What follows belongs to an exercise in optimizing a design on an open flow for small area; a production flow would make more cautious choices. Only simulation tests tie the RTL to the original design; equivalence was not proved.

## flow/design.v (module list and top-level ports; edited modules follow where they fit)
// module rms_peak_core: 830 lines
// module rms_fa: 10 lines
// module rms_pp: 10 lines
// module rms_pp3: 11 lines
// module rms_ha: 9 lines
// module rms_peak_axis: 130 lines
module rms_peak_axis #(
    parameter integer C_S_AXI_DATA_WIDTH = 32,
    parameter integer C_S_AXI_ADDR_WIDTH = 4,
    parameter integer AUDIO_WIDTH        = 16,
    parameter integer ALPHA_WIDTH        = 16,
    parameter integer CORE_LATENCY       = 3
)(
    input  wire aclk,
    input  wire aresetn,
    input  wire [31:0] s_axis_tdata,
    input  wire        s_axis_tlast,
    input  wire        s_axis_tvalid,
    output wire        s_axis_tready,
    output wire [31:0] m_axis_tdata,
    output wire        m_axis_tlast,
    output wire        m_axis_tvalid,
    input  wire        m_axis_tready,
    input  wire [C_S_AXI_ADDR_WIDTH-1:0] s_axi_awaddr,
    input  wire                          s_axi_awvalid,
    output wire                          s_axi_awready,
    input  wire [C_S_AXI_DATA_WIDTH-1:0] s_axi_wdata,
    input  wire [3:0]                    s_axi_wstrb,
    input  wire                          s_axi_wvalid,
    output wire                          s_axi_wready,
    output wire [1:0]                    s_axi_bresp,
    output wire                          s_axi_bvalid,
    input  wire                          s_axi_bready,
    input  wire [C_S_AXI_ADDR_WIDTH-1:0] s_axi_araddr,
    input  wire                          s_axi_arvalid,
    output wire                          s_axi_arready,
    output wire [C_S_AXI_DATA_WIDTH-1:0] s_axi_rdata,
    output wire [1:0]                    s_axi_rresp,
    output wire                          s_axi_rvalid,
    input  wire                          s_axi_rready
);
  // ...
==> flow/flow/run.sh <==
#!/bin/bash
# Standard ORFS layout through the standard.sh (standard synthesis
# unchanged) with two changes: port buffers are the smallest buffer (buf_1)
# instead of the delay cell buffer_ports picks by default, and CTS builds
# smaller leaf clusters of clkbuf cells without dummy clock loads.
# Each ORFS step logs to orfs/logs/...; make's own output goes to flow_make.log.
set -euo pipefail
bash standard.sh \
  'BUFFER_PORTS_ARGS=-buffer_cell sky130_fd_sc_hd__buf_1' \
  'CTS_ARGS=-sink_clustering_enable -repair_clock_nets -dont_use_dummy_load -buf_list sky130_fd_sc_hd__clkbuf_4 -sink_clustering_size 8 -sink_clustering_max_diameter 50' \
  finish > flow_make.log 2>&1
==> flow/standard.sh <==
#!/bin/bash
# synth_recipe.tcl (not shown) runs the flow's synth.tcl, then flattens the netlist and writes it again
# the make line also repeats each setting of config.mk as NAME=value (left out here)
make -C /OpenROAD-flow-scripts/flow DESIGN_CONFIG=/design/flow/config.mk WORK_HOME=/design/flow/orfs CLKGATE_MAP_FILE= SYNTH_SCRIPT=/design/flow/synth_recipe.tcl "${@:-finish}"
==> flow/config.mk <==
export PLATFORM = sky130hd
export DESIGN_NAME = rms_peak_axis
export DESIGN_NICKNAME = rms_peak_axis
export VERILOG_FILES = /design/flow/design.v
export SDC_FILE = /design/flow/constraint.sdc
export NUM_CORES = 4
export LEC_CHECK = 0
export ABC_AREA = 0
export CAP_MARGIN = 20
export CORE_MARGIN = 2
export CORE_UTILIZATION = 50
export SLEW_MARGIN = 20
export SYNTH_HIERARCHICAL = 1
==> flow/constraint.sdc <==
create_clock -name core_clock -period 12.0 [get_ports {aclk}]
set_input_delay 2.4000 -clock core_clock [delete_from_list [all_inputs] [get_ports {aclk}]]
set_output_delay 2.4000 -clock core_clock [all_outputs]
set_load 0.01 [all_outputs]
==> summary.txt, run 1 <==
Min path
  – Worst Hold Endpoint: axi_rdata[20]
  – Hold WC Path Type: flip-flop to flip-flop
  – Hold Path Depth: 2

Final layout
  – Layout cells sized above 1: 7.57%
  – Register area: 5170 um^2

Synth
  – Synth area leader: fa_1
  – Post-Synth Adder-Cell Area: 34.8%
  – Unique masters post-synth: 73
  – Synthesis warning total: 8
  – Synth area leaders: fa_1, dfxtp_1, a222oi_1

CTS
  – Cts repair resizes: 0
  – Worst-path clk slew: 90 ps

Timing
  – Slew of the pin with the lowest slew margin: 985 ps
  – Worst setup margin: 1020 ps
  – Hold Slack: 396 ps
  – Final setup fails: 0
  – Final cycle utilization of the critical path: 91.5%
  – Minimum clock period: 10,980 ps
  – Count of pins over their slew limit: 0

Worst setup path
  – CP most frequent cell: fa_1
  – CP max FO: 9
  – Worst EP arrival: 11,610 ps
  – Setup Crit Path Kind: flip-flop to flip-flop
  – Setup crit end: u_rms_l.env_acc[30]

Placement
  – Pre-CTS WS: 1000 ps

Run status
  – Run status: timing/DRC/antenna clean

Detailed routing
  – Max layer used: met4
  – Via/cell ratio: 6.57

Global route
  – Grt ovf: 0
  – Met3 GRT Util: 5.05%

Die
  – Core ar.: 45,300 um^2
==> module rms_peak_axis, before the edit <==
module rms_peak_axis #(
    parameter integer C_S_AXI_DATA_WIDTH = 32,
    parameter integer C_S_AXI_ADDR_WIDTH = 4,
    parameter integer AUDIO_WIDTH        = 16,
    parameter integer ALPHA_WIDTH        = 16,
    parameter integer CORE_LATENCY       = 3
)(
    input  wire aclk,
    input  wire aresetn,
    input  wire [31:0] s_axis_tdata,
    input  wire        s_axis_tlast,
    input  wire        s_axis_tvalid,
    output wire        s_axis_tready,
    output wire [31:0] m_axis_tdata,
    output wire        m_axis_tlast,
    output wire        m_axis_tvalid,
    input  wire        m_axis_tready,
    input  wire [C_S_AXI_ADDR_WIDTH-1:0] s_axi_awaddr,
    input  wire                          s_axi_awvalid,
    output wire                          s_axi_awready,
    input  wire [C_S_AXI_DATA_WIDTH-1:0] s_axi_wdata,
    input  wire [3:0]                    s_axi_wstrb,
    input  wire                          s_axi_wvalid,
    output wire                          s_axi_wready,
    output wire [1:0]                    s_axi_bresp,
    output wire                          s_axi_bvalid,
    input  wire                          s_axi_bready,
    input  wire [C_S_AXI_ADDR_WIDTH-1:0] s_axi_araddr,
    input  wire                          s_axi_arvalid,
    output wire                          s_axi_arready,
    output wire [C_S_AXI_DATA_WIDTH-1:0] s_axi_rdata,
    output wire [1:0]                    s_axi_rresp,
    output wire                          s_axi_rvalid,
    input  wire                          s_axi_rready
);
    reg [31:0] reg_ctrl;
    reg [31:0] reg_alpha;
    reg        axi_awready, axi_bvalid;
    reg        axi_arready, axi_rvalid;
    reg [31:0] axi_rdata;
    assign s_axi_awready = axi_awready;
    assign s_axi_wready  = axi_awready;
    assign s_axi_bvalid  = axi_bvalid;
    assign s_axi_bresp   = 2'b00;
    assign s_axi_arready = axi_arready;
    assign s_axi_rvalid  = axi_rvalid;
    assign s_axi_rresp   = 2'b00;
    assign s_axi_rdata   = axi_rdata;
    always @(posedge aclk) begin
        if (!aresetn) begin
            axi_awready <= 1'b0;
            axi_bvalid  <= 1'b0;
            reg_ctrl    <= 32'h0000_0001;
            reg_alpha   <= 32'h0000_0800;
        end else begin
            axi_awready <= !axi_awready && s_axi_awvalid && s_axi_wvalid;
            if (axi_awready && s_axi_awaddr[3:2] == 2'h0) reg_ctrl  <= s_axi_wdata;
            if (axi_awready && s_axi_awaddr[3:2] == 2'h1) reg_alpha <= s_axi_wdata;
            if (axi_awready)
                axi_bvalid <= 1'b1;
            else if (s_axi_bready)
                axi_bvalid <= 1'b0;
        end
    end
    always @(posedge aclk) begin
        if (!aresetn) begin
            axi_arready <= 1'b0;
            axi_rvalid  <= 1'b0;
        end else begin
            axi_arready <= !axi_arready && s_axi_arvalid;
            if (axi_arready && !axi_rvalid)
                axi_rvalid <= 1'b1;
            else if (s_axi_rready)
                axi_rvalid <= 1'b0;
        end
    end
    wire        rd_load = axi_arready && !axi_rvalid;
    wire        rd_c    = aresetn && rd_load && s_axi_araddr[3:2] == 2'h0;
    wire        rd_a    = aresetn && rd_load && s_axi_araddr[3:2] == 2'h1;
    wire        rd_h    = aresetn && !rd_load;
    wire [31:0] rd_n;
    genvar r;
    generate
        for (r = 0; r < 32; r = r + 1) begin : g_rd
            rms_pp3 u_rd (.s1(rd_c), .s2(rd_a), .s3(rd_h),
                          .a(reg_ctrl[r]), .b(reg_alpha[r]), .c(axi_rdata[r]),
                          .p(rd_n[r]));
        end
    endgenerate
    always @(posedge aclk)
        axi_rdata <= ~rd_n;
    wire global_en = reg_ctrl[0];
    wire core_ce   = s_axis_tvalid && m_axis_tready && global_en;
    reg [2:0] valid_pipe;
    reg [2:0] last_pipe;
    wire [14:0] out_l, out_r;
    wire [7:0] sel1, sel2, sel3;
    genvar k;
    generate
        for (k = 0; k < 8; k = k + 1) begin : g_dig
            wire [1:0] d = reg_alpha[2*k+1:2*k];
            assign sel1[k] = (d == 2'd1) & core_ce;
            assign sel2[k] = (d == 2'd2) & core_ce;
            assign sel3[k] = (d == 2'd3) & core_ce;
        end
    endgenerate
    rms_peak_core u_rms_l (
        .clk(aclk), .rst_n(aresetn), .en(core_ce), .bypass(reg_ctrl[1]),
        .sel1(sel1), .sel2(sel2), .sel3(sel3),
        .din(s_axis_tdata[15:0]), .dout(out_l)
    );
    rms_peak_core u_rms_r (
        .clk(aclk), .rst_n(aresetn), .en(core_ce), .bypass(reg_ctrl[1]),
        .sel1(sel1), .sel2(sel2), .sel3(sel3),
        .din(s_axis_tdata[31:16]), .dout(out_r)
    );
    always @(posedge aclk) begin
        if (!aresetn) begin
            valid_pipe <= 3'b0;
            last_pipe  <= 3'b0;
        end else if (m_axis_tready) begin
            valid_pipe <= {valid_pipe[1:0], s_axis_tvalid && global_en};
            last_pipe  <= {last_pipe[1:0], s_axis_tlast};
        end
    end
    assign s_axis_tready = m_axis_tready;
    assign m_axis_tdata  = {1'b0, out_r, 1'b0, out_l};
    assign m_axis_tvalid = valid_pipe[2];
    assign m_axis_tlast  = last_pipe[2];
endmodule
==> inputs of run 2 (changes only) <==
--- a/flow/design.v
+++ b/flow/design.v
@@ -18,4 +18,4 @@
     wire [14:0] env_hi = env_acc[30:16];
-    wire s1 = env_acc[16] ^ ~abs_val[0] ^ 1'b1;
-    wire c2 = (env_acc[16] & ~abs_val[0]) | (1'b1 & (env_acc[16] ^ ~abs_val[0]));
+    wire s1, c2;
+    rms_fa u_s1 (.a(env_acc[16]), .b(~abs_val[0]), .c(1'b1), .s(s1), .co(c2));
     wire s3, c4;
@@ -24,4 +24,4 @@
     rms_fa u_s5 (.a(env_acc[18]), .b(~abs_val[2]), .c(c4), .s(s5), .co(c6));
-    wire s7 = env_acc[19] ^ ~abs_val[3] ^ 1'b0;
-    wire c8 = (env_acc[19] & ~abs_val[3]) | (1'b0 & (env_acc[19] ^ ~abs_val[3]));
+    wire s7, c8;
+    rms_ha u_s7 (.a(env_acc[19]), .b(~abs_val[3]), .s(s7), .co(c8));
     wire s9, c10;
@@ -36,4 +36,4 @@
     wire cb18 = c12 | (c6 & pp_17);
-    wire s19 = env_acc[22] ^ ~abs_val[6] ^ 1'b0;
-    wire c20 = (env_acc[22] & ~abs_val[6]) | (1'b0 & (env_acc[22] ^ ~abs_val[6]));
+    wire s19, c20;
+    rms_ha u_s19 (.a(env_acc[22]), .b(~abs_val[6]), .s(s19), .co(c20));
     wire s21, c22;
@@ -48,4 +48,4 @@
     wire cb30 = c24 | (cb18 & pp_29);
-    wire s31 = env_acc[25] ^ ~abs_val[9] ^ 1'b0;
-    wire c32 = (env_acc[25] & ~abs_val[9]) | (1'b0 & (env_acc[25] ^ ~abs_val[9]));
+    wire s31, c32;
+    rms_ha u_s31 (.a(env_acc[25]), .b(~abs_val[9]), .s(s31), .co(c32));
     wire s33, c34;
@@ -60,4 +60,4 @@
     wire cb42 = c36 | (cb30 & pp_41);
-    wire s43 = env_acc[28] ^ ~abs_val[12] ^ 1'b0;
-    wire c44 = (env_acc[28] & ~abs_val[12]) | (1'b0 & (env_acc[28] ^ ~abs_val[12]));
+    wire s43, c44;
+    rms_ha u_s43 (.a(env_acc[28]), .b(~abs_val[12]), .s(s43), .co(c44));
     wire s45, c46;
@@ -74,4 +74,4 @@
     wire [15:0] dn = {n55, ci52, ci50, ci49, ci40, ci38, ci37, ci28, ci26, ci25, ci16, ci14, ci13, s5, s3, s1};
-    wire s56 = dn[1] ^ dn[0] ^ 1'b0;
-    wire c57 = (dn[1] & dn[0]) | (1'b0 & (dn[1] ^ dn[0]));
+    wire s56, c57;
+    rms_ha u_s56 (.a(dn[1]), .b(dn[0]), .s(s56), .co(c57));
     wire s58, c59;
@@ -80,4 +80,4 @@
     rms_fa u_s60 (.a(dn[3]), .b(dn[2]), .c(c59), .s(s60), .co(c61));
-    wire s62 = dn[4] ^ dn[3] ^ 1'b0;
-    wire c63 = (dn[4] & dn[3]) | (1'b0 & (dn[4] ^ dn[3]));
+    wire s62, c63;
+    rms_ha u_s62 (.a(dn[4]), .b(dn[3]), .s(s62), .co(c63));
     wire s64, c65;
@@ -92,4 +92,4 @@
     wire cb73 = c67 | (c61 & pp_72);
-    wire s74 = dn[7] ^ dn[6] ^ 1'b0;
-    wire c75 = (dn[7] & dn[6]) | (1'b0 & (dn[7] ^ dn[6]));
+    wire s74, c75;
+    rms_ha u_s74 (.a(dn[7]), .b(dn[6]), .s(s74), .co(c75));
     wire s76, c77;
@@ -104,4 +104,4 @@
     wire cb85 = c79 | (cb73 & pp_84);
-    wire s86 = dn[10] ^ dn[9] ^ 1'b0;
-    wire c87 = (dn[10] & dn[9]) | (1'b0 & (dn[10] ^ dn[9]));
+    wire s86, c87;
+    rms_ha u_s86 (.a(dn[10]), .b(dn[9]), .s(s86), .co(c87));
     wire s88, c89;
@@ -116,4 +116,4 @@
     wire cb97 = c91 | (cb85 & pp_96);
-    wire s98 = dn[13] ^ dn[12] ^ 1'b0;
-    wire c99 = (dn[13] & dn[12]) | (1'b0 & (dn[13] ^ dn[12]));
+    wire s98, c99;
+    rms_ha u_s98 (.a(dn[13]), .b(dn[12]), .s(s98), .co(c99));
     wire s100, c101;
@@ -128,4 +128,4 @@
     wire cb109 = c103 | (cb97 & pp_108);
-    wire s110 = dn[15] ^ dn[15] ^ 1'b0;
-    wire c111 = (dn[15] & dn[15]) | (1'b0 & (dn[15] ^ dn[15]));
+    wire s110, c111;
+    rms_ha u_s110 (.a(dn[15]), .b(dn[15]), .s(s110), .co(c111));
     wire s112, c113;
@@ -434,278 +434,278 @@
     rms_fa u_s285 (.a(pp178), .b(pp194), .c(pp210), .s(s285), .co(c286));
-    wire s287 = pp226 ^ 1'b1;
-    wire c288 = pp226 & 1'b1;
-    wire s289, c290;
-    rms_fa u_s289 (.a(pp131), .b(pp147), .c(pp163), .s(s289), .co(c290));
-    wire s291, c292;
-    rms_fa u_s291 (.a(pp179), .b(pp195), .c(pp211), .s(s291), .co(c292));
-    wire s293, c294;
-    rms_ha u_s293 (.a(pp227), .b(env_acc[13]), .s(s293), .co(c294));
-    wire s295, c296;
-    rms_fa u_s295 (.a(s261), .b(pp164), .c(pp180), .s(s295), .co(c296));
-    wire s297, c298;
-    rms_fa u_s297 (.a(pp196), .b(pp212), .c(pp228), .s(s297), .co(c298));
-    wire s299 = pp244 ^ 1'b1 ^ env_acc[14];
-    wire c300 = (pp244 & 1'b1) | (env_acc[14] & (pp244 ^ 1'b1));
-    wire s301, c302;
-    rms_fa u_s301 (.a(c262), .b(s263), .c(pp165), .s(s301), .co(c302));
-    wire s303, c304;
-    rms_fa u_s303 (.a(pp181), .b(pp197), .c(pp213), .s(s303), .co(c304));
-    wire s305, c306;
-    rms_fa u_s305 (.a(pp229), .b(pp245), .c(env_acc[15]), .s(s305), .co(c306));
-    wire s307, c308;
-    rms_fa u_s307 (.a(c264), .b(s265), .c(pp166), .s(s307), .co(c308));
-    wire s309, c310;
-    rms_fa u_s309 (.a(pp182), .b(pp198), .c(pp214), .s(s309), .co(c310));
-    wire s311, c312;
-    rms_fa u_s311 (.a(pp230), .b(pp246), .c(env_acc[16]), .s(s311), .co(c312));
-    wire s313, c314;
-    rms_fa u_s313 (.a(c266), .b(s267), .c(pp183), .s(s313), .co(c314));
-    wire s315, c316;
-    rms_fa u_s315 (.a(pp199), .b(pp215), .c(pp231), .s(s315), .co(c316));
-    wire s317 = pp247 ^ 1'b1 ^ env_acc[17];
-    wire c318 = (pp247 & 1'b1) | (env_acc[17] & (pp247 ^ 1'b1));
-    wire s319, c320;
-    rms_fa u_s319 (.a(c268), .b(s269), .c(pp184), .s(s319), .co(c320));
-    wire s321, c322;
-    rms_fa u_s321 (.a(pp200), .b(pp216), .c(pp232), .s(s321), .co(c322));
-    wire s323 = pp248 ^ 1'b1 ^ env_acc[18];
-    wire c324 = (pp248 & 1'b1) | (env_acc[18] & (pp248 ^ 1'b1));
-    wire s325, c326;
-    rms_fa u_s325 (.a(c270), .b(ps153), .c(pp169), .s(s325), .co(c326));
-    wire s327, c328;
-    rms_fa u_s327 (.a(pp185), .b(pp201), .c(pp217), .s(s327), .co(c328));
-    wire s329, c330;
-    rms_fa u_s329 (.a(pp233), .b(pp249), .c(env_acc[19]), .s(s329), .co(c330));
-    wire s331, c332;
-    rms_fa u_s331 (.a(pp170), .b(pp186), .c(pp202), .s(s331), .co(c332));
-    wire s333, c334;
-    rms_fa u_s333 (.a(pp218), .b(pp234), .c(pp250), .s(s333), .co(c334));
-    wire s335 = 1'b1 ^ env_acc[20];
-    wire c336 = 1'b1 & env_acc[20];
+    wire s287 = ~pp226;
+    wire s288, c289;
+    rms_fa u_s288 (.a(pp131), .b(pp147), .c(pp163), .s(s288), .co(c289));
+    wire s290, c291;
+    rms_fa u_s290 (.a(pp179), .b(pp195), .c(pp211), .s(s290), .co(c291));
+    wire s292, c293;
+    rms_ha u_s292 (.a(pp227), .b(env_acc[13]), .s(s292), .co(c293));
+    wire s294, c295;
+    rms_fa u_s294 (.a(s261), .b(pp164), .c(pp180), .s(s294), .co(c295));
+    wire s296, c297;
+    rms_fa u_s296 (.a(pp196), .b(pp212), .c(pp228), .s(s296), .co(c297));
+    wire s298, c299;
+    rms_fa u_s298 (.a(pp244), .b(env_acc[14]), .c(1'b1), .s(s298), .co(c299));
+    wire s300, c301;
+    rms_fa u_s300 (.a(c262), .b(s263), .c(pp165), .s(s300), .co(c301));
+    wire s302, c303;
+    rms_fa u_s302 (.a(pp181), .b(pp197), .c(pp213), .s(s302), .co(c303));
+    wire s304, c305;
+    rms_fa u_s304 (.a(pp229), .b(pp245), .c(env_acc[15]), .s(s304), .co(c305));
+    wire s306, c307;
+    rms_fa u_s306 (.a(c264), .b(s265), .c(pp166), .s(s306), .co(c307));
+    wire s308, c309;
+    rms_fa u_s308 (.a(pp182), .b(pp198), .c(pp214), .s(s308), .co(c309));
+    wire s310, c311;
+    rms_fa u_s310 (.a(pp230), .b(pp246), .c(env_acc[16]), .s(s310), .co(c311));
+    wire s312, c313;
+    rms_fa u_s312 (.a(c266), .b(s267), .c(pp183), .s(s312), .co(c313));
+    wire s314, c315;
+    rms_fa u_s314 (.a(pp199), .b(pp215), .c(pp231), .s(s314), .co(c315));
+    wire s316, c317;
+    rms_fa u_s316 (.a(pp247), .b(env_acc[17]), .c(1'b1), .s(s316), .co(c317));
+    wire s318, c319;
+    rms_fa u_s318 (.a(c268), .b(s269), .c(pp184), .s(s318), .co(c319));
+    wire s320, c321;
+    rms_fa u_s320 (.a(pp200), .b(pp216), .c(pp232), .s(s320), .co(c321));
+    wire s322, c323;
+    rms_fa u_s322 (.a(pp248), .b(env_acc[18]), .c(1'b1), .s(s322), .co(c323));
+    wire s324, c325;
+    rms_fa u_s324 (.a(c270), .b(ps153), .c(pp169), .s(s324), .co(c325));
+    wire s326, c327;
+    rms_fa u_s326 (.a(pp185), .b(pp201), .c(pp217), .s(s326), .co(c327));
+    wire s328, c329;
+    rms_fa u_s328 (.a(pp233), .b(pp249), .c(env_acc[19]), .s(s328), .co(c329));
+    wire s330, c331;
+    rms_fa u_s330 (.a(pp170), .b(pp186), .c(pp202), .s(s330), .co(c331));
+    wire s332, c333;
+    rms_fa u_s332 (.a(pp218), .b(pp234), .c(pp250), .s(s332), .co(c333));
+    wire s334 = ~env_acc[20];
+    wire s335, c336;
+    rms_fa u_s335 (.a(ps171), .b(pp187), .c(pp203), .s(s335), .co(c336));
     wire s337, c338;
-    rms_fa u_s337 (.a(ps171), .b(pp187), .c(pp203), .s(s337), .co(c338));
+    rms_fa u_s337 (.a(pp219), .b(pp235), .c(pp251), .s(s337), .co(c338));
     wire s339, c340;
-    rms_fa u_s339 (.a(pp219), .b(pp235), .c(pp251), .s(s339), .co(c340));
+    rms_fa u_s339 (.a(pp188), .b(pp204), .c(pp220), .s(s339), .co(c340));
     wire s341, c342;
-    rms_fa u_s341 (.a(pp188), .b(pp204), .c(pp220), .s(s341), .co(c342));
+    rms_ha u_s341 (.a(pp236), .b(pp252), .s(s341), .co(c342));
     wire s343, c344;
-    rms_ha u_s343 (.a(pp236), .b(pp252), .s(s343), .co(c344));
+    rms_fa u_s343 (.a(ps189), .b(pp205), .c(pp221), .s(s343), .co(c344));
     wire s345, c346;
-    rms_fa u_s345 (.a(ps189), .b(pp205), .c(pp221), .s(s345), .co(c346));
+    rms_ha u_s345 (.a(pp206), .b(pp222), .s(s345), .co(c346));
     wire s347, c348;
-    rms_ha u_s347 (.a(pp206), .b(pp222), .s(s347), .co(c348));
+    rms_ha u_s347 (.a(pp122), .b(pp138), .s(s347), .co(c348));
     wire s349, c350;
-    rms_ha u_s349 (.a(pp122), .b(pp138), .s(s349), .co(c350));
+    rms_ha u_s349 (.a(pp123), .b(pp139), .s(s349), .co(c350));
     wire s351, c352;
-    rms_ha u_s351 (.a(pp123), .b(pp139), .s(s351), .co(c352));
-    wire s353, c354;
-    rms_fa u_s353 (.a(pp124), .b(pp140), .c(pp156), .s(s353), .co(c354));
-    wire s355 = pp172 ^ 1'b1;
-    wire c356 = pp172 & 1'b1;
-    wire s357, c358;
-    rms_fa u_s357 (.a(pp125), .b(pp141), .c(pp157), .s(s357), .co(c358));
-    wire s359, c360;
-    rms_ha u_s359 (.a(pp173), .b(env_acc[7]), .s(s359), .co(c360));
-    wire s361, c362;
-    rms_fa u_s361 (.a(s271), .b(pp158), .c(pp174), .s(s361), .co(c362));
-    wire s363 = pp190 ^ 1'b1 ^ env_acc[8];
-    wire c364 = (pp190 & 1'b1) | (env_acc[8] & (pp190 ^ 1'b1));
-    wire s365, c366;
-    rms_fa u_s365 (.a(c272), .b(s273), .c(pp159), .s(s365), .co(c366));
-    wire s367, c368;
-    rms_fa u_s367 (.a(pp175), .b(pp191), .c(env_acc[9]), .s(s367), .co(c368));
-    wire s369, c370;
-    rms_fa u_s369 (.a(c274), .b(s275), .c(s277), .s(s369), .co(c370));
-    wire s371 = pp208 ^ 1'b1 ^ env_acc[10];
-    wire c372 = (pp208 & 1'b1) | (env_acc[10] & (pp208 ^ 1'b1));
-    wire s373, c374;
-    rms_fa u_s373 (.a(c276), .b(c278), .c(s279), .s(s373), .co(c374));
-    wire s375, c376;
-    rms_fa u_s375 (.a(s281), .b(pp209), .c(env_acc[11]), .s(s375), .co(c376));
-    wire s377, c378;
-    rms_fa u_s377 (.a(c280), .b(c282), .c(s283), .s(s377), .co(c378));
-    wire s379, c380;
-    rms_fa u_s379 (.a(s285), .b(s287), .c(env_acc[12]), .s(s379), .co(c380));
-    wire s381, c382;
-    rms_fa u_s381 (.a(c284), .b(c286), .c(c288), .s(s381), .co(c382));
-    wire s383, c384;
-    rms_fa u_s383 (.a(s289), .b(s291), .c(s293), .s(s383), .co(c384));
-    wire s385, c386;
-    rms_fa u_s385 (.a(c290), .b(c292), .c(c294), .s(s385), .co(c386));
-    wire s387, c388;
-    rms_fa u_s387 (.a(s295), .b(s297), .c(s299), .s(s387), .co(c388));
-    wire s389, c390;
-    rms_fa u_s389 (.a(c296), .b(c298), .c(c300), .s(s389), .co(c390));
-    wire s391, c392;
-    rms_fa u_s391 (.a(s301), .b(s303), .c(s305), .s(s391), .co(c392));
-    wire s393, c394;
-    rms_fa u_s393 (.a(c302), .b(c304), .c(c306), .s(s393), .co(c394));
-    wire s395, c396;
-    rms_fa u_s395 (.a(s307), .b(s309), .c(s311), .s(s395), .co(c396));
-    wire s397, c398;
-    rms_fa u_s397 (.a(c308), .b(c310), .c(c312), .s(s397), .co(c398));
-    wire s399, c400;
-    rms_fa u_s399 (.a(s313), .b(s315), .c(s317), .s(s399), .co(c400));
-    wire s401, c402;
-    rms_fa u_s401 (.a(c314), .b(c316), .c(c318), .s(s401), .co(c402));
-    wire s403, c404;
-    rms_fa u_s403 (.a(s319), .b(s321), .c(s323), .s(s403), .co(c404));
-    wire s405, c406;
-    rms_fa u_s405 (.a(c320), .b(c322), .c(c324), .s(s405), .co(c406));
-    wire s407, c408;
-    rms_fa u_s407 (.a(s325), .b(s327), .c(s329), .s(s407), .co(c408));
-    wire s409, c410;
-    rms_fa u_s409 (.a(c326), .b(c328), .c(c330), .s(s409), .co(c410));
-    wire s411, c412;
-    rms_fa u_s411 (.a(s331), .b(s333), .c(s335), .s(s411), .co(c412));
-    wire s413, c414;
-    rms_fa u_s413 (.a(c332), .b(c334), .c(c336), .s(s413), .co(c414));
-    wire s415, c416;
-    rms_fa u_s415 (.a(s337), .b(s339), .c(env_acc[21]), .s(s415), .co(c416));
-    wire s417, c418;
-    rms_fa u_s417 (.a(c338), .b(c340), .c(s341), .s(s417), .co(c418));
-    wire s419 = s343 ^ 1'b1 ^ env_acc[22];
-    wire c420 = (s343 & 1'b1) | (env_acc[22] & (s343 ^ 1'b1));
-    wire s421, c422;
-    rms_fa u_s421 (.a(c342), .b(c344), .c(s345), .s(s421), .co(c422));
-    wire s423, c424;
-    rms_fa u_s423 (.a(pp237), .b(pp253), .c(env_acc[23]), .s(s423), .co(c424));
-    wire s425, c426;
-    rms_fa u_s425 (.a(c346), .b(s347), .c(pp238), .s(s425), .co(c426));
-    wire s427 = pp254 ^ 1'b1 ^ env_acc[24];
-    wire c428 = (pp254 & 1'b1) | (env_acc[24] & (pp254 ^ 1'b1));
-    wire s429, c430;
-    rms_fa u_s429 (.a(c348), .b(ps207), .c(pp223), .s(s429), .co(c430));
-    wire s431, c432;
-    rms_fa u_s431 (.a(pp239), .b(pp255), .c(env_acc[25]), .s(s431), .co(c432));
+    rms_fa u_s351 (.a(pp124), .b(pp140), .c(pp156), .s(s351), .co(c352));
+    wire s353 = ~pp172;
+    wire s354, c355;
+    rms_fa u_s354 (.a(pp125), .b(pp141), .c(pp157), .s(s354), .co(c355));
+    wire s356, c357;
+    rms_ha u_s356 (.a(pp173), .b(env_acc[7]), .s(s356), .co(c357));
+    wire s358, c359;
+    rms_fa u_s358 (.a(s271), .b(pp158), .c(pp174), .s(s358), .co(c359));
+    wire s360, c361;
+    rms_fa u_s360 (.a(pp190), .b(env_acc[8]), .c(1'b1), .s(s360), .co(c361));
+    wire s362, c363;
+    rms_fa u_s362 (.a(c272), .b(s273), .c(pp159), .s(s362), .co(c363));
+    wire s364, c365;
+    rms_fa u_s364 (.a(pp175), .b(pp191), .c(env_acc[9]), .s(s364), .co(c365));
+    wire s366, c367;
+    rms_fa u_s366 (.a(c274), .b(s275), .c(s277), .s(s366), .co(c367));
+    wire s368, c369;
+    rms_fa u_s368 (.a(pp208), .b(env_acc[10]), .c(1'b1), .s(s368), .co(c369));
+    wire s370, c371;
+    rms_fa u_s370 (.a(c276), .b(c278), .c(s279), .s(s370), .co(c371));
+    wire s372, c373;
+    rms_fa u_s372 (.a(s281), .b(pp209), .c(env_acc[11]), .s(s372), .co(c373));
+    wire s374, c375;
+    rms_fa u_s374 (.a(c280), .b(c282), .c(s283), .s(s374), .co(c375));
+    wire s376, c377;
+    rms_fa u_s376 (.a(s285), .b(s287), .c(env_acc[12]), .s(s376), .co(c377));
+    wire s378, c379;
+    rms_fa u_s378 (.a(c284), .b(c286), .c(pp226), .s(s378), .co(c379));
+    wire s380, c381;
+    rms_fa u_s380 (.a(s288), .b(s290), .c(s292), .s(s380), .co(c381));
+    wire s382, c383;
+    rms_fa u_s382 (.a(c289), .b(c291), .c(c293), .s(s382), .co(c383));
+    wire s384, c385;
+    rms_fa u_s384 (.a(s294), .b(s296), .c(s298), .s(s384), .co(c385));
+    wire s386, c387;
+    rms_fa u_s386 (.a(c295), .b(c297), .c(c299), .s(s386), .co(c387));
+    wire s388, c389;
+    rms_fa u_s388 (.a(s300), .b(s302), .c(s304), .s(s388), .co(c389));
+    wire s390, c391;
+    rms_fa u_s390 (.a(c301), .b(c303), .c(c305), .s(s390), .co(c391));
+    wire s392, c393;
+    rms_fa u_s392 (.a(s306), .b(s308), .c(s310), .s(s392), .co(c393));
+    wire s394, c395;
+    rms_fa u_s394 (.a(c307), .b(c309), .c(c311), .s(s394), .co(c395));
+    wire s396, c397;
+    rms_fa u_s396 (.a(s312), .b(s314), .c(s316), .s(s396), .co(c397));
+    wire s398, c399;
+    rms_fa u_s398 (.a(c313), .b(c315), .c(c317), .s(s398), .co(c399));
+    wire s400, c401;
+    rms_fa u_s400 (.a(s318), .b(s320), .c(s322), .s(s400), .co(c401));
+    wire s402, c403;
+    rms_fa u_s402 (.a(c319), .b(c321), .c(c323), .s(s402), .co(c403));
+    wire s404, c405;
+    rms_fa u_s404 (.a(s324), .b(s326), .c(s328), .s(s404), .co(c405));
+    wire s406, c407;
+    rms_fa u_s406 (.a(c325), .b(c327), .c(c329), .s(s406), .co(c407));
+    wire s408, c409;
+    rms_fa u_s408 (.a(s330), .b(s332), .c(s334), .s(s408), .co(c409));
+    wire s410, c411;
+    rms_fa u_s410 (.a(c331), .b(c333), .c(env_acc[20]), .s(s410), .co(c411));
+    wire s412, c413;
+    rms_fa u_s412 (.a(s335), .b(s337), .c(env_acc[21]), .s(s412), .co(c413));
+    wire s414, c415;
+    rms_fa u_s414 (.a(c336), .b(c338), .c(s339), .s(s414), .co(c415));
+    wire s416, c417;
+    rms_fa u_s416 (.a(s341), .b(env_acc[22]), .c(1'b1), .s(s416), .co(c417));
+    wire s418, c419;
+    rms_fa u_s418 (.a(c340), .b(c342), .c(s343), .s(s418), .co(c419));
+    wire s420, c421;
+    rms_fa u_s420 (.a(pp237), .b(pp253), .c(env_acc[23]), .s(s420), .co(c421));
+    wire s422, c423;
+    rms_fa u_s422 (.a(c344), .b(s345), .c(pp238), .s(s422), .co(c423));
+    wire s424, c425;
+    rms_fa u_s424 (.a(pp254), .b(env_acc[24]), .c(1'b1), .s(s424), .co(c425));
+    wire s426, c427;
+    rms_fa u_s426 (.a(c346), .b(ps207), .c(pp223), .s(s426), .co(c427));
+    wire s428, c429;
+    rms_fa u_s428 (.a(pp239), .b(pp255), .c(env_acc[25]), .s(s428), .co(c429));
+    wire s430, c431;
+    rms_fa u_s430 (.a(pp224), .b(pp240), .c(pp256), .s(s430), .co(c431));
+    wire s432 = ~env_acc[26];
     wire s433, c434;
-    rms_fa u_s433 (.a(pp224), .b(pp240), .c(pp256), .s(s433), .co(c434));
-    wire s435 = 1'b1 ^ env_acc[26];
-    wire c436 = 1'b1 & env_acc[26];
+    rms_fa u_s433 (.a(ps225), .b(pp241), .c(pp257), .s(s433), .co(c434));
+    wire s435, c436;
+    rms_ha u_s435 (.a(pp242), .b(pp258), .s(s435), .co(c436));
     wire s437, c438;
-    rms_fa u_s437 (.a(ps225), .b(pp241), .c(pp257), .s(s437), .co(c438));
+    rms_ha u_s437 (.a(pp120), .b(pp136), .s(s437), .co(c438));
     wire s439, c440;
-    rms_ha u_s439 (.a(pp242), .b(pp258), .s(s439), .co(c440));
+    rms_ha u_s439 (.a(pp121), .b(pp137), .s(s439), .co(c440));
     wire s441, c442;
-    rms_ha u_s441 (.a(pp120), .b(pp136), .s(s441), .co(c442));
+    rms_fa u_s441 (.a(s347), .b(pp154), .c(1'b1), .s(s441), .co(c442));
     wire s443, c444;
-    rms_ha u_s443 (.a(pp121), .b(pp137), .s(s443), .co(c444));
-    wire s445 = s349 ^ pp154 ^ 1'b1;
-    wire c446 = (s349 & pp154) | (1'b1 & (s349 ^ pp154));
+    rms_fa u_s443 (.a(c348), .b(s349), .c(pp155), .s(s443), .co(c444));
+    wire s445, c446;
+    rms_fa u_s445 (.a(c350), .b(s351), .c(s353), .s(s445), .co(c446));
     wire s447, c448;
-    rms_fa u_s447 (.a(c350), .b(s351), .c(pp155), .s(s447), .co(c448));
+    rms_fa u_s447 (.a(c352), .b(pp172), .c(s354), .s(s447), .co(c448));
     wire s449, c450;
-    rms_fa u_s449 (.a(c352), .b(s353), .c(s355), .s(s449), .co(c450));
+    rms_fa u_s449 (.a(c355), .b(c357), .c(s358), .s(s449), .co(c450));
     wire s451, c452;
-    rms_fa u_s451 (.a(c354), .b(c356), .c(s357), .s(s451), .co(c452));
+    rms_fa u_s451 (.a(c359), .b(c361), .c(s362), .s(s451), .co(c452));
     wire s453, c454;
-    rms_fa u_s453 (.a(c358), .b(c360), .c(s361), .s(s453), .co(c454));
+    rms_fa u_s453 (.a(c363), .b(c365), .c(s366), .s(s453), .co(c454));
     wire s455, c456;
-    rms_fa u_s455 (.a(c362), .b(c364), .c(s365), .s(s455), .co(c456));
+    rms_fa u_s455 (.a(c367), .b(c369), .c(s370), .s(s455), .co(c456));
     wire s457, c458;
-    rms_fa u_s457 (.a(c366), .b(c368), .c(s369), .s(s457), .co(c458));
+    rms_fa u_s457 (.a(c371), .b(c373), .c(s374), .s(s457), .co(c458));
     wire s459, c460;
-    rms_fa u_s459 (.a(c370), .b(c372), .c(s373), .s(s459), .co(c460));
+    rms_fa u_s459 (.a(c375), .b(c377), .c(s378), .s(s459), .co(c460));
     wire s461, c462;
-    rms_fa u_s461 (.a(c374), .b(c376), .c(s377), .s(s461), .co(c462));
+    rms_fa u_s461 (.a(c379), .b(c381), .c(s382), .s(s461), .co(c462));
     wire s463, c464;
-    rms_fa u_s463 (.a(c378), .b(c380), .c(s381), .s(s463), .co(c464));
+    rms_fa u_s463 (.a(c383), .b(c385), .c(s386), .s(s463), .co(c464));
     wire s465, c466;
-    rms_fa u_s465 (.a(c382), .b(c384), .c(s385), .s(s465), .co(c466));
+    rms_fa u_s465 (.a(c387), .b(c389), .c(s390), .s(s465), .co(c466));
     wire s467, c468;
-    rms_fa u_s467 (.a(c386), .b(c388), .c(s389), .s(s467), .co(c468));
+    rms_fa u_s467 (.a(c391), .b(c393), .c(s394), .s(s467), .co(c468));
     wire s469, c470;
-    rms_fa u_s469 (.a(c390), .b(c392), .c(s393), .s(s469), .co(c470));
+    rms_fa u_s469 (.a(c395), .b(c397), .c(s398), .s(s469), .co(c470));
     wire s471, c472;
-    rms_fa u_s471 (.a(c394), .b(c396), .c(s397), .s(s471), .co(c472));
+    rms_fa u_s471 (.a(c399), .b(c401), .c(s402), .s(s471), .co(c472));
     wire s473, c474;
-    rms_fa u_s473 (.a(c398), .b(c400), .c(s401), .s(s473), .co(c474));
+    rms_fa u_s473 (.a(c403), .b(c405), .c(s406), .s(s473), .co(c474));
     wire s475, c476;
-    rms_fa u_s475 (.a(c402), .b(c404), .c(s405), .s(s475), .co(c476));
+    rms_fa u_s475 (.a(c407), .b(c409), .c(s410), .s(s475), .co(c476));
     wire s477, c478;
-    rms_fa u_s477 (.a(c406), .b(c408), .c(s409), .s(s477), .co(c478));
+    rms_fa u_s477 (.a(c411), .b(c413), .c(s414), .s(s477), .co(c478));
     wire s479, c480;
-    rms_fa u_s479 (.a(c410), .b(c412), .c(s413), .s(s479), .co(c480));
+    rms_fa u_s479 (.a(c415), .b(c417), .c(s418), .s(s479), .co(c480));
     wire s481, c482;
-    rms_fa u_s481 (.a(c414), .b(c416), .c(s417), .s(s481), .co(c482));
+    rms_fa u_s481 (.a(c419), .b(c421), .c(s422), .s(s481), .co(c482));
     wire s483, c484;
-    rms_fa u_s483 (.a(c418), .b(c420), .c(s421), .s(s483), .co(c484));
+    rms_fa u_s483 (.a(c423), .b(c425), .c(s426), .s(s483), .co(c484));
     wire s485, c486;
-    rms_fa u_s485 (.a(c422), .b(c424), .c(s425), .s(s485), .co(c486));
+    rms_fa u_s485 (.a(c427), .b(c429), .c(s430), .s(s485), .co(c486));
     wire s487, c488;
-    rms_fa u_s487 (.a(c426), .b(c428), .c(s429), .s(s487), .co(c488));
+    rms_fa u_s487 (.a(c431), .b(env_acc[26]), .c(s433), .s(s487), .co(c488));
     wire s489, c490;
-    rms_fa u_s489 (.a(c430), .b(c432), .c(s433), .s(s489), .co(c490));
+    rms_fa u_s489 (.a(c434), .b(s435), .c(1'b1), .s(s489), .co(c490));
     wire s491, c492;
-    rms_fa u_s491 (.a(c434), .b(c436), .c(s437), .s(s491), .co(c492));
-    wire s493 = c438 ^ s439 ^ 1'b1;
-    wire c494 = (c438 & s439) | (1'b1 & (c438 ^ s439));
+    rms_fa u_s491 (.a(c436), .b(ps243), .c(pp259), .s(s491), .co(c492));
+    wire s493 = ~pp260;
+    wire s494 = ~pp118;
     wire s495, c496;
-    rms_fa u_s495 (.a(c440), .b(ps243), .c(pp259), .s(s495), .co(c496));
-    wire s497 = pp260 ^ 1'b1;
-    wire c498 = pp260 & 1'b1;
-    wire s499 = pp118 ^ 1'b1;
-    wire c500 = pp118 & 1'b1;
+    rms_ha u_s495 (.a(pp119), .b(env_acc[1]), .s(s495), .co(c496));
+    wire s497, c498;
+    rms_fa u_s497 (.a(s437), .b(env_acc[2]), .c(1'b1), .s(s497), .co(c498));
+    wire s499, c500;
+    rms_fa u_s499 (.a(c438), .b(s439), .c(env_acc[3]), .s(s499), .co(c500));
     wire s501, c502;
-    rms_ha u_s501 (.a(pp119), .b(env_acc[1]), .s(s501), .co(c502));
-    wire s503 = s441 ^ 1'b1 ^ env_acc[2];
-    wire c504 = (s441 & 1'b1) | (env_acc[2] & (s441 ^ 1'b1));
+    rms_fa u_s501 (.a(c440), .b(s441), .c(env_acc[4]), .s(s501), .co(c502));
+    wire s503, c504;
+    rms_fa u_s503 (.a(c442), .b(s443), .c(env_acc[5]), .s(s503), .co(c504));
     wire s505, c506;
-    rms_fa u_s505 (.a(c442), .b(s443), .c(env_acc[3]), .s(s505), .co(c506));
+    rms_fa u_s505 (.a(c444), .b(s445), .c(env_acc[6]), .s(s505), .co(c506));
     wire s507, c508;
-    rms_fa u_s507 (.a(c444), .b(s445), .c(env_acc[4]), .s(s507), .co(c508));
+    rms_fa u_s507 (.a(c446), .b(s447), .c(s356), .s(s507), .co(c508));
     wire s509, c510;
-    rms_fa u_s509 (.a(c446), .b(s447), .c(env_acc[5]), .s(s509), .co(c510));
+    rms_fa u_s509 (.a(c448), .b(s449), .c(s360), .s(s509), .co(c510));
     wire s511, c512;
-    rms_fa u_s511 (.a(c448), .b(s449), .c(env_acc[6]), .s(s511), .co(c512));
+    rms_fa u_s511 (.a(c450), .b(s451), .c(s364), .s(s511), .co(c512));
     wire s513, c514;
-    rms_fa u_s513 (.a(c450), .b(s451), .c(s359), .s(s513), .co(c514));
+    rms_fa u_s513 (.a(c452), .b(s453), .c(s368), .s(s513), .co(c514));
     wire s515, c516;
-    rms_fa u_s515 (.a(c452), .b(s453), .c(s363), .s(s515), .co(c516));
+    rms_fa u_s515 (.a(c454), .b(s455), .c(s372), .s(s515), .co(c516));
     wire s517, c518;
-    rms_fa u_s517 (.a(c454), .b(s455), .c(s367), .s(s517), .co(c518));
+    rms_fa u_s517 (.a(c456), .b(s457), .c(s376), .s(s517), .co(c518));
     wire s519, c520;
-    rms_fa u_s519 (.a(c456), .b(s457), .c(s371), .s(s519), .co(c520));
+    rms_fa u_s519 (.a(c458), .b(s459), .c(s380), .s(s519), .co(c520));
     wire s521, c522;
-    rms_fa u_s521 (.a(c458), .b(s459), .c(s375), .s(s521), .co(c522));
+    rms_fa u_s521 (.a(c460), .b(s461), .c(s384), .s(s521), .co(c522));
     wire s523, c524;
-    rms_fa u_s523 (.a(c460), .b(s461), .c(s379), .s(s523), .co(c524));
+    rms_fa u_s523 (.a(c462), .b(s463), .c(s388), .s(s523), .co(c524));
     wire s525, c526;
-    rms_fa u_s525 (.a(c462), .b(s463), .c(s383), .s(s525), .co(c526));
+    rms_fa u_s525 (.a(c464), .b(s465), .c(s392), .s(s525), .co(c526));
     wire s527, c528;
-    rms_fa u_s527 (.a(c464), .b(s465), .c(s387), .s(s527), .co(c528));
+    rms_fa u_s527 (.a(c466), .b(s467), .c(s396), .s(s527), .co(c528));
     wire s529, c530;
-    rms_fa u_s529 (.a(c466), .b(s467), .c(s391), .s(s529), .co(c530));
+    rms_fa u_s529 (.a(c468), .b(s469), .c(s400), .s(s529), .co(c530));
     wire s531, c532;
-    rms_fa u_s531 (.a(c468), .b(s469), .c(s395), .s(s531), .co(c532));
+    rms_fa u_s531 (.a(c470), .b(s471), .c(s404), .s(s531), .co(c532));
     wire s533, c534;
-    rms_fa u_s533 (.a(c470), .b(s471), .c(s399), .s(s533), .co(c534));
+    rms_fa u_s533 (.a(c472), .b(s473), .c(s408), .s(s533), .co(c534));
     wire s535, c536;
-    rms_fa u_s535 (.a(c472), .b(s473), .c(s403), .s(s535), .co(c536));
+    rms_fa u_s535 (.a(c474), .b(s475), .c(s412), .s(s535), .co(c536));
     wire s537, c538;
-    rms_fa u_s537 (.a(c474), .b(s475), .c(s407), .s(s537), .co(c538));
+    rms_fa u_s537 (.a(c476), .b(s477), .c(s416), .s(s537), .co(c538));
     wire s539, c540;
-    rms_fa u_s539 (.a(c476), .b(s477), .c(s411), .s(s539), .co(c540));
+    rms_fa u_s539 (.a(c478), .b(s479), .c(s420), .s(s539), .co(c540));
     wire s541, c542;
-    rms_fa u_s541 (.a(c478), .b(s479), .c(s415), .s(s541), .co(c542));
+    rms_fa u_s541 (.a(c480), .b(s481), .c(s424), .s(s541), .co(c542));
     wire s543, c544;
-    rms_fa u_s543 (.a(c480), .b(s481), .c(s419), .s(s543), .co(c544));
+    rms_fa u_s543 (.a(c482), .b(s483), .c(s428), .s(s543), .co(c544));
     wire s545, c546;
-    rms_fa u_s545 (.a(c482), .b(s483), .c(s423), .s(s545), .co(c546));
+    rms_fa u_s545 (.a(c484), .b(s485), .c(s432), .s(s545), .co(c546));
     wire s547, c548;
-    rms_fa u_s547 (.a(c484), .b(s485), .c(s427), .s(s547), .co(c548));
+    rms_fa u_s547 (.a(c486), .b(s487), .c(env_acc[27]), .s(s547), .co(c548));
     wire s549, c550;
-    rms_fa u_s549 (.a(c486), .b(s487), .c(s431), .s(s549), .co(c550));
+    rms_fa u_s549 (.a(c488), .b(s489), .c(env_acc[28]), .s(s549), .co(c550));
     wire s551, c552;
-    rms_fa u_s551 (.a(c488), .b(s489), .c(s435), .s(s551), .co(c552));
+    rms_fa u_s551 (.a(c490), .b(s491), .c(env_acc[29]), .s(s551), .co(c552));
     wire s553, c554;
-    rms_fa u_s553 (.a(c490), .b(s491), .c(env_acc[27]), .s(s553), .co(c554));
+    rms_fa u_s553 (.a(c492), .b(s493), .c(env_acc[30]), .s(s553), .co(c554));
     wire s555, c556;
-    rms_fa u_s555 (.a(c492), .b(s493), .c(env_acc[28]), .s(s555), .co(c556));
+    rms_ha u_s555 (.a(s494), .b(env_acc[0]), .s(s555), .co(c556));
     wire s557, c558;
-    rms_fa u_s557 (.a(c494), .b(s495), .c(env_acc[29]), .s(s557), .co(c558));
+    rms_fa u_s557 (.a(pp118), .b(s495), .c(c556), .s(s557), .co(c558));
     wire s559, c560;
-    rms_fa u_s559 (.a(c496), .b(s497), .c(env_acc[30]), .s(s559), .co(c560));
-    wire s561 = s499 ^ env_acc[0] ^ 1'b0;
-    wire c562 = (s499 & env_acc[0]) | (1'b0 & (s499 ^ env_acc[0]));
+    rms_fa u_s559 (.a(c496), .b(s497), .c(c558), .s(s559), .co(c560));
+    wire s561, c562;
+    rms_fa u_s561 (.a(c498), .b(s499), .c(c560), .s(s561), .co(c562));
     wire s563, c564;
@@ -723,3 +723,3 @@
     wire s575, c576;
-    rms_fa u_s575 (.a(c512), .b(s513), .c(c574), .s(s575), .co(c576));
+    rms_ha u_s575 (.a(c512), .b(s513), .s(s575), .co(c576));
     wire s577, c578;
@@ -728,4 +728,4 @@
     rms_fa u_s579 (.a(c516), .b(s517), .c(c578), .s(s579), .co(c580));
-    wire s581 = c518 ^ s519 ^ 1'b0;
-    wire c582 = (c518 & s519) | (1'b0 & (c518 ^ s519));
+    wire s581, c582;
+    rms_fa u_s581 (.a(c518), .b(s519), .c(c580), .s(s581), .co(c582));
     wire s583, c584;
@@ -734,22 +734,22 @@
     rms_fa u_s585 (.a(c522), .b(s523), .c(c584), .s(s585), .co(c586));
-    wire s587, c588;
-    rms_fa u_s587 (.a(c524), .b(s525), .c(c586), .s(s587), .co(c588));
-    wire s589, c590;
-    rms_fa u_s589 (.a(c526), .b(s527), .c(c588), .s(s589), .co(c590));
-    wire s591, c592;
-    rms_fa u_s591 (.a(c528), .b(s529), .c(c590), .s(s591), .co(c592));
-    wire ci593 = s581 ^ c580;
-    wire ci594 = s583 ^ (c580 & s581);
-    wire pp_595 = s581 & s583;
-    wire ci596 = s585 ^ (c580 & pp_595);
+    wire ci587 = s575 ^ c574;
+    wire ci588 = s577 ^ (c574 & s575);
+    wire pp_589 = s575 & s577;
+    wire ci590 = s579 ^ (c574 & pp_589);
+    wire pp_591 = pp_589 & s579;
+    wire ci592 = s581 ^ (c574 & pp_591);
+    wire pp_593 = pp_591 & s581;
+    wire ci594 = s583 ^ (c574 & pp_593);
+    wire pp_595 = pp_593 & s583;
+    wire ci596 = s585 ^ (c574 & pp_595);
     wire pp_597 = pp_595 & s585;
-    wire ci598 = s587 ^ (c580 & pp_597);
-    wire pp_599 = pp_597 & s587;
-    wire ci600 = s589 ^ (c580 & pp_599);
-    wire pp_601 = pp_599 & s589;
-    wire ci602 = s591 ^ (c580 & pp_601);
-    wire pp_603 = pp_601 & s591;
-    wire cb604 = c592 | (c580 & pp_603);
-    wire s605 = c530 ^ s531 ^ 1'b0;
-    wire c606 = (c530 & s531) | (1'b0 & (c530 ^ s531));
+    wire cb598 = c586 | (c574 & pp_597);
+    wire s599, c600;
+    rms_ha u_s599 (.a(c524), .b(s525), .s(s599), .co(c600));
+    wire s601, c602;
+    rms_fa u_s601 (.a(c526), .b(s527), .c(c600), .s(s601), .co(c602));
+    wire s603, c604;
+    rms_fa u_s603 (.a(c528), .b(s529), .c(c602), .s(s603), .co(c604));
+    wire s605, c606;
+    rms_fa u_s605 (.a(c530), .b(s531), .c(c604), .s(s605), .co(c606));
     wire s607, c608;
@@ -758,57 +758,51 @@
     rms_fa u_s609 (.a(c534), .b(s535), .c(c608), .s(s609), .co(c610));
-    wire s611, c612;
-    rms_fa u_s611 (.a(c536), .b(s537), .c(c610), .s(s611), .co(c612));
-    wire s613, c614;
-    rms_fa u_s613 (.a(c538), .b(s539), .c(c612), .s(s613), .co(c614));
-    wire s615, c616;
-    rms_fa u_s615 (.a(c540), .b(s541), .c(c614), .s(s615), .co(c616));
-    wire ci617 = s605 ^ cb604;
-    wire ci618 = s607 ^ (cb604 & s605);
-    wire pp_619 = s605 & s607;
-    wire ci620 = s609 ^ (cb604 & pp_619);
+    wire ci611 = s599 ^ cb598;
+    wire ci612 = s601 ^ (cb598 & s599);
+    wire pp_613 = s599 & s601;
+    wire ci614 = s603 ^ (cb598 & pp_613);
+    wire pp_615 = pp_613 & s603;
+    wire ci616 = s605 ^ (cb598 & pp_615);
+    wire pp_617 = pp_615 & s605;
+    wire ci618 = s607 ^ (cb598 & pp_617);
+    wire pp_619 = pp_617 & s607;
+    wire ci620 = s609 ^ (cb598 & pp_619);
     wire pp_621 = pp_619 & s609;
-    wire ci622 = s611 ^ (cb604 & pp_621);
-    wire pp_623 = pp_621 & s611;
-    wire ci624 = s613 ^ (cb604 & pp_623);
-    wire pp_625 = pp_623 & s613;
-    wire ci626 = s615 ^ (cb604 & pp_625);
-    wire pp_627 = pp_625 & s615;
-    wire cb628 = c616 | (cb604 & pp_627);
-    wire s629 = c542 ^ s543 ^ 1'b0;
-    wire c630 = (c542 & s543) | (1'b0 & (c542 ^ s543));
+    wire cb622 = c610 | (cb598 & pp_621);
+    wire s623, c624;
+    rms_ha u_s623 (.a(c536), .b(s537), .s(s623), .co(c624));
+    wire s625, c626;
+    rms_fa u_s625 (.a(c538), .b(s539), .c(c624), .s(s625), .co(c626));
+    wire s627, c628;
+    rms_fa u_s627 (.a(c540), .b(s541), .c(c626), .s(s627), .co(c628));
+    wire s629, c630;
+    rms_fa u_s629 (.a(c542), .b(s543), .c(c628), .s(s629), .co(c630));
     wire s631, c632;
     rms_fa u_s631 (.a(c544), .b(s545), .c(c630), .s(s631), .co(c632));
-    wire s633, c634;
-    rms_fa u_s633 (.a(c546), .b(s547), .c(c632), .s(s633), .co(c634));
-    wire s635, c636;
-    rms_fa u_s635 (.a(c548), .b(s549), .c(c634), .s(s635), .co(c636));
-    wire s637, c638;
-    rms_fa u_s637 (.a(c550), .b(s551), .c(c636), .s(s637), .co(c638));
-    wire ci639 = s629 ^ cb628;
-    wire ci640 = s631 ^ (cb628 & s629);
-    wire pp_641 = s629 & s631;
-    wire ci642 = s633 ^ (cb628 & pp_641);
-    wire pp_643 = pp_641 & s633;
-    wire ci644 = s635 ^ (cb628 & pp_643);
-    wire pp_645 = pp_643 & s635;
-    wire ci646 = s637 ^ (cb628 & pp_645);
-    wire pp_647 = pp_645 & s637;
-    wire cb648 = c638 | (cb628 & pp_647);
-    wire s649 = c552 ^ s553 ^ 1'b0;
-    wire c650 = (c552 & s553) | (1'b0 & (c552 ^ s553));
-    wire s651, c652;
-    rms_fa u_s651 (.a(c554), .b(s555), .c(c650), .s(s651), .co(c652));
-    wire s653, c654;
-    rms_fa u_s653 (.a(c556), .b(s557), .c(c652), .s(s653), .co(c654));
-    wire s655, c656;
-    rms_fa u_s655 (.a(c558), .b(s559), .c(c654), .s(s655), .co(c656));
-    wire ci657 = s649 ^ cb648;
-    wire ci658 = s651 ^ (cb648 & s649);
-    wire pp_659 = s649 & s651;
-    wire ci660 = s653 ^ (cb648 & pp_659);
-    wire pp_661 = pp_659 & s653;
-    wire ci662 = s655 ^ (cb648 & pp_661);
-    wire pp_663 = pp_661 & s655;
-    wire cb664 = c656 | (cb648 & pp_663);
-    wire [30:0] nxt = {ci662, ci660, ci658, ci657, ci646, ci644, ci642, ci640, ci639, ci626, ci624, ci622, ci620, ci618, ci617, ci602, ci600, ci598, ci596, ci594, ci593, s579, s577, s575, s573, s571, s569, s567, s565, s563, s561};
+    wire ci633 = s623 ^ cb622;
+    wire ci634 = s625 ^ (cb622 & s623);
+    wire pp_635 = s623 & s625;
+    wire ci636 = s627 ^ (cb622 & pp_635);
+    wire pp_637 = pp_635 & s627;
+    wire ci638 = s629 ^ (cb622 & pp_637);
+    wire pp_639 = pp_637 & s629;
+    wire ci640 = s631 ^ (cb622 & pp_639);
+    wire pp_641 = pp_639 & s631;
+    wire cb642 = c632 | (cb622 & pp_641);
+    wire s643, c644;
+    rms_ha u_s643 (.a(c546), .b(s547), .s(s643), .co(c644));
+    wire s645, c646;
+    rms_fa u_s645 (.a(c548), .b(s549), .c(c644), .s(s645), .co(c646));
+    wire s647, c648;
+    rms_fa u_s647 (.a(c550), .b(s551), .c(c646), .s(s647), .co(c648));
+    wire s649, c650;
+    rms_fa u_s649 (.a(c552), .b(s553), .c(c648), .s(s649), .co(c650));
+    wire ci651 = s643 ^ cb642;
+    wire ci652 = s645 ^ (cb642 & s643);
+    wire pp_653 = s643 & s645;
+    wire ci654 = s647 ^ (cb642 & pp_653);
+    wire pp_655 = pp_653 & s647;
+    wire ci656 = s649 ^ (cb642 & pp_655);
+    wire pp_657 = pp_655 & s649;
+    wire cb658 = c650 | (cb642 & pp_657);
+    wire [30:0] nxt = {ci656, ci654, ci652, ci651, ci640, ci638, ci636, ci634, ci633, ci620, ci618, ci616, ci614, ci612, ci611, ci596, ci594, ci592, ci590, ci588, ci587, s573, s571, s569, s567, s565, s563, s561, s559, s557, s555};
     always @(posedge clk) begin
@@ -819,13 +813,27 @@
     end
-    always @(posedge clk) begin
-        if (!rst_n) begin
-            abs_val    <= 15'd0;
-            abs_val_d1 <= 15'd0;
-            dout       <= 15'd0;
-        end else if (en) begin
-            abs_val    <= mag;
-            abs_val_d1 <= abs_val;
-            dout       <= bypass ? abs_val_d1 : env_hi;
+    wire        ld = rst_n & en;
+    wire        hd = rst_n & ~en;
+    wire [14:0] abs_nx, absd_nx;
+    genvar q;
+    generate
+        for (q = 0; q < 15; q = q + 1) begin : g_pipe
+            rms_ao22s u_a (.s1(ld), .s2(hd), .a(mag[q]), .b(abs_val[q]), .p(abs_nx[q]));
+            rms_ao22s u_d (.s1(ld), .s2(hd), .a(abs_val[q]), .b(abs_val_d1[q]), .p(absd_nx[q]));
         end
+    endgenerate
+    always @(posedge clk) begin
+        abs_val    <= abs_nx;
+        abs_val_d1 <= absd_nx;
     end
+    wire        bp  = bypass;
+    wire        nbp = ~bypass;
+    wire [14:0] dsel, dout_nx;
+    generate
+        for (q = 0; q < 15; q = q + 1) begin : g_dout
+            rms_ao22s u_s (.s1(bp), .s2(nbp), .a(abs_val_d1[q]), .b(env_hi[q]), .p(dsel[q]));
+            rms_ao22s u_o (.s1(ld), .s2(hd), .a(dsel[q]), .b(dout[q]), .p(dout_nx[q]));
+        end
+    endgenerate
+    always @(posedge clk)
+        dout <= dout_nx;
 endmodule
@@ -862,2 +870,42 @@
 endmodule
+module rms_pp3b (
+    input  wire s1,
+    input  wire s2,
+    input  wire s3,
+    input  wire a,
+    input  wire b,
+    input  wire c,
+    output wire p
+);
+    wire x;
+    rms_ao22 u_x (.s1(s1), .s2(s2), .a(a), .b(b), .x(x));
+    assign p = ~(x | (s3 & c));
+endmodule
+module rms_ao22 (
+    input  wire s1,
+    input  wire s2,
+    input  wire a,
+    input  wire b,
+    output wire x
+);
+    assign x = (s1 & a) | (s2 & b);
+endmodule
+module rms_fa1 (
+    input  wire a,
+    input  wire b,
+    output wire s,
+    output wire co
+);
+    assign s  = ~(a ^ b);
+    assign co = a | b;
+endmodule
+module rms_ao22s (
+    input  wire s1,
+    input  wire s2,
+    input  wire a,
+    input  wire b,
+    output wire p
+);
+    assign p = (s1 & a) | (s2 & b);
+endmodule
 module rms_ha (
@@ -920,2 +968,20 @@
     assign s_axi_rdata   = axi_rdata;
+    wire        wr_c = aresetn && axi_awready && s_axi_awaddr[3:2] == 2'h0;
+    wire        wr_a = aresetn && axi_awready && s_axi_awaddr[3:2] == 2'h1;
+    wire        hd_c = aresetn && !wr_c;
+    wire        hd_a = aresetn && !wr_a;
+    wire [31:0] ctrl_d, alpha_d;
+    genvar w;
+    generate
+        for (w = 0; w < 32; w = w + 1) begin : g_wr
+            rms_ao22s u_c (.s1(wr_c), .s2(hd_c), .a(s_axi_wdata[w]), .b(reg_ctrl[w]),
+                           .p(ctrl_d[w]));
+            rms_ao22s u_a (.s1(wr_a), .s2(hd_a), .a(s_axi_wdata[w]), .b(reg_alpha[w]),
+                           .p(alpha_d[w]));
+        end
+    endgenerate
+    always @(posedge aclk) begin
+        reg_ctrl  <= ctrl_d  | {31'b0, !aresetn};
+        reg_alpha <= alpha_d | {20'b0, !aresetn, 11'b0};
+    end
     always @(posedge aclk) begin
@@ -924,8 +990,4 @@
             axi_bvalid  <= 1'b0;
-            reg_ctrl    <= 32'h0000_0001;
-            reg_alpha   <= 32'h0000_0800;
         end else begin
             axi_awready <= !axi_awready && s_axi_awvalid && s_axi_wvalid;
-            if (axi_awready && s_axi_awaddr[3:2] == 2'h0) reg_ctrl  <= s_axi_wdata;
-            if (axi_awready && s_axi_awaddr[3:2] == 2'h1) reg_alpha <= s_axi_wdata;
             if (axi_awready)
==> run 2 against run 1 <==
Effect of this change:
- sequential share of layout area rose by 0.48 points
- synthesized cell count fell by 15%
- clock-buffer cell count fell by 2
- routed wire length fell by 1.1%
- critical endpoint is now u_rms_r.env_acc[28]
==> summary.txt, run 2 <==
Synth
  – Synth area leader: fa_1
  – Most frequent cell after synthesis: fa_1
  – Primary FF master, synth: dfxtp_1
  – Async S/R FF share, synth: 0%
  – Sequential area share after synthesis: 23.6%
  – EDFF count, synth: 0
  – Cell Area, Synth: 21,900 um^2
  – Top-area cell type share of the netlist area: 31.9%
  – Unique masters post-synth: 63 (-14%)
  – #FFs+latches synth: 258
  – Mapped Cells: 1,785
  – Synth area leaders: fa_1, dfxtp_1, a222oi_1
  – Synth cell count leaders: fa_1, a222oi_1, dfxtp_1
  – Synthesis warning total: 8 (unchanged)
  – Syn avg cell area: 12.2 um^2

Detailed routing
  – WL per Instance: 23.5 um
  – Vias: 18,000
  – Max layer used: met4
  – DRC viols: 0
  – DRT iter0 DRCs: 3,308
  – Final wirelength: 62,300 um
  – WL met2: 28,300 um
  – Post-route ant nets: 0
  – DR pass1 iterations: 17
  – Met3 WL: 6120 um
  – Via/cell ratio: 6.81 (+3.6%)
  – Met1 WL: 25,500 um

Die
  – Die width: 213 um
  – Num ports: 162
  – Site Rows: 76
  – Die height: 213 um
  – Starting Density: 50.7%
  – Core ar.: 43,100 um^2 (-4.9%)
  – Die area: 45,400 um^2

Global route
  – Number of global-route vias before repair: 18,000
  – Antenna violations before repair: 1
  – Global-route wire length before repair: 98,300 um
  – Largest net degree at the start of global routing: 50
  – Grt ovf: 0 (unchanged)
  – Total Routing Usage GR: 27.6%

Placement
  – GP Congestion: 0.918
  – Cells after DPL: 2,601
  – HPWL after DPL: 44,700 um
  – Pre-CTS WS: 660 ps (-344 ps)
  – Post-DP Area: 23,900 um^2
  – PortBufs: 147

Worst setup path
  – Buf/Inv on CP: 2
  – Startpoint Class: flip-flop
  – CP max FO: 8 (-1)
  – Worst r2r src: u_rms_r.abs_val[0]
  – Required time of the critical path: 12,570 ps
  – RR Endpoint: u_rms_r.env_acc[28]
  – CP delay by family, top: adder cells
  – Crit-path max cell delay: 650 ps
  – CP most frequent cell: fa_1
  – Endpoint class of the critical path: flip-flop
  – Worst R2R Setup Slack: 500 ps
  – Worst EP arrival: 12,070 ps (+460 ps)
  – Setup Crit Path Kind: flip-flop to flip-flop
  – Cells on worst reg2reg path: 33
  – Worst path slowest cell: xor2_1

Final layout
  – Commonest non-fill, non-tap cell in the layout: fa_1
  – Most frequent cells in the layout: fa_1, a222oi_1, dfxtp_1, a22o_1, buf_1
  – Filler Cells Inserted: 3,823
  – Nets: 2,591
  – Regs by FF count: axi_rdata (32), reg_alpha (32), reg_ctrl (32)
  – Area growth syn-to-layout: 10.8%
  – Non-Filler Instances: 2,645
  – Layout cells sized above 1: 8.84% (+1.3 points)
  – Design Area, Final: 24,200 um^2
  – Layout Utilization: 56.2%

Timing
  – Worst setup margin: 499 ps (-520 ps)
  – Minimum clock period: 11,500 ps (+520 ps)
  – Hold Fails Final Rpt: 0
  – Setup Skew: 134 ps
  – Max_slew headroom: 21.9%
  – Count of pins over their slew limit: 0 (unchanged)
  – Final cycle utilization of the critical path: 95.8% (+4.3 points)
  – Setup TNS: 0 ps
  – Final setup fails: 0 (unchanged)
  – Slew of the pin with the lowest slew margin: 1170 ps (+184 ps)
  – RSZ-0062 raised after global routing: false
  – Peak Freq: 86.9 MHz
  – Hold Slack: 468 ps (+72.6 ps)

CTS
  – CTS Sinks: 258
  – Worst skew pair latency: 760 ps
  – Worst-path clk slew: 90 ps (about the same)
  – Root Buffer Master: clkbuf_4
  – H-tree Lvls: 2
  – CTS tree: built
  – Clock Tree Buf Depth: 3
  – CTS Buf Count: 43

Run
  – Max_cap viols: 0

Min path
  – Worst Hold Endpoint: axi_rdata[31]
  – Hold WC Path Type: flip-flop to flip-flop
  – Min-delay src: reg_alpha[31]
  – Hold Path Depth: 2 (unchanged)

Run status
  – Run status: timing/DRC/antenna clean
[run 2: changes by cell type in the layout (fill, tap and decap cells not counted), moves of 12 or more]
| cell | change |
|---|---|
| a22o_1 | +186 |
| mux2i_1 | -134 |
| nor2_1 | -130 |
| nand2_1 | -100 |
| inv_1 | -83 |
| a211oi_1 | -34 |
| and2_1 | +28 |
| conb_1 | +22 |
| fa_1 | +22 |
| ha_1 | -18 |
| o21ai_0 | -18 |
| o21a_1 | +15 |
| o31ai_1 | +14 |
| a21oi_1 | -12 |
[run 2: logic make-up (layout without fill, tap and decap cells)]
family                     after synthesis  count (layout)  synth area share (%)
AOI/OAI and AO/OA                      601             601                  25.0
adders and majority gates              444             444                  37.4
and+or+nand+nor                        259             259                  7.44
DFF                                    258             258                  23.6
buffers and inverters                  113             362                  2.18
xor gates and xnor gates                98              98                  3.93
muxes                                    9               9                 0.412
other                                    3              29                0.0515
[run 2: area by class of cell]
type / instances / area (um^2) / area share [%]
flip-flops and latches: 258 / 5160 / 21.3
repair buffers: 237 / 1230 / 5.08
clock buffers: 43 / 323 / 1.33
diodes: 1 / 2.50 / 0.0103
well taps: 585 / 732 / 3.02
inverters: 82 / 308 / 1.27
multi-input cells: 1439 / 16500 / 68.0
[run 2: routing by layer]
layer  track usage, %  vias up
met2             42.3     1049
met3             5.50      151
met5                0        -
met1             38.5     9009
met4             10.8        0
li1                 -     7791
[run 2: worst max-delay path by stage]
| stage | startpoint | to | slack [ps] | depth (start not counted) |
|---|---|---|---|---|
| floorplan | u_rms_l.abs_val[0] | u_rms_l.env_acc[27] | 1230 | 32 |
| global placement | u_rms_r.abs_val[0] | u_rms_r.env_acc[28] | 790 | 33 |
| detailed placement | u_rms_l.abs_val[0] | u_rms_l.env_acc[28] | 660 | 36 |
| CTS | u_rms_r.abs_val[0] | u_rms_r.env_acc[28] | 550 | 33 |
| global route | u_rms_r.abs_val[0] | u_rms_r.env_acc[28] | 50 | 34 |
| finish | u_rms_r.abs_val[0] | u_rms_r.env_acc[28] | 500 | 33 |
[run 2: worst min-delay path, cell delays in order, from the launching register on]
cell,delay [ps]
dfxtp_1,330
a222oi_1,60
inv_1,50
[run 2: per-module statistics from Yosys (local to each module, per instance)]
| module | cells | times used | cell area (um^2) |
|---|---|---|---|
| rms_peak_core | 346 | 2 | 3380 |
| rms_peak_axis | 207 | 1 | 2800 |
| rms_ao22s | 1 | 184 | 8.76 |
| rms_ha | 1 | 66 | 12.5 |
| rms_fa | 1 | 348 | 20.0 |
| rms_pp3 | 1 | 288 | 10.0 |
[run 2: timing repair]
action                                  4_1_cts  5_1_grt
setup buffers                                 0        0
hold buffers                                  0        0
endpoints found under the hold margin         0        0
endpoints found under the setup margin        0        2
gates resized for setup                       0        1

==> static timing again, ports no longer ideal <==
The flow's constraints put no driver on any port. The routed layouts listed below were extracted and timed again, unchanged, in two steps. Step 1 (the two cells are an assumption about what drives the block):
set clk [get_ports {aclk}]
set_driving_cell -lib_cell sky130_fd_sc_hd__clkbuf_16 $clk
set_driving_cell -lib_cell sky130_fd_sc_hd__buf_2 [delete_from_list [all_inputs] $clk]
Step 2, shift: input delay + t, output delay - t, t = (earliest + latest rising clock arrival at the registers) / 2. This alone moves slack from input paths to output paths. Three values: ideal, step 1, step 2; two values: the first two.
run	t (ns)	setup WS [ns]	worst hold slack (ns)
run 1	0.777	1.019 / 1.019 / 1.019	0.396 / 0.396 / 0.396
run 2	0.741	0.499 / 0.499 / 0.499	0.468 / 0.468 / 0.468
After both steps every run listed still meets setup and hold.
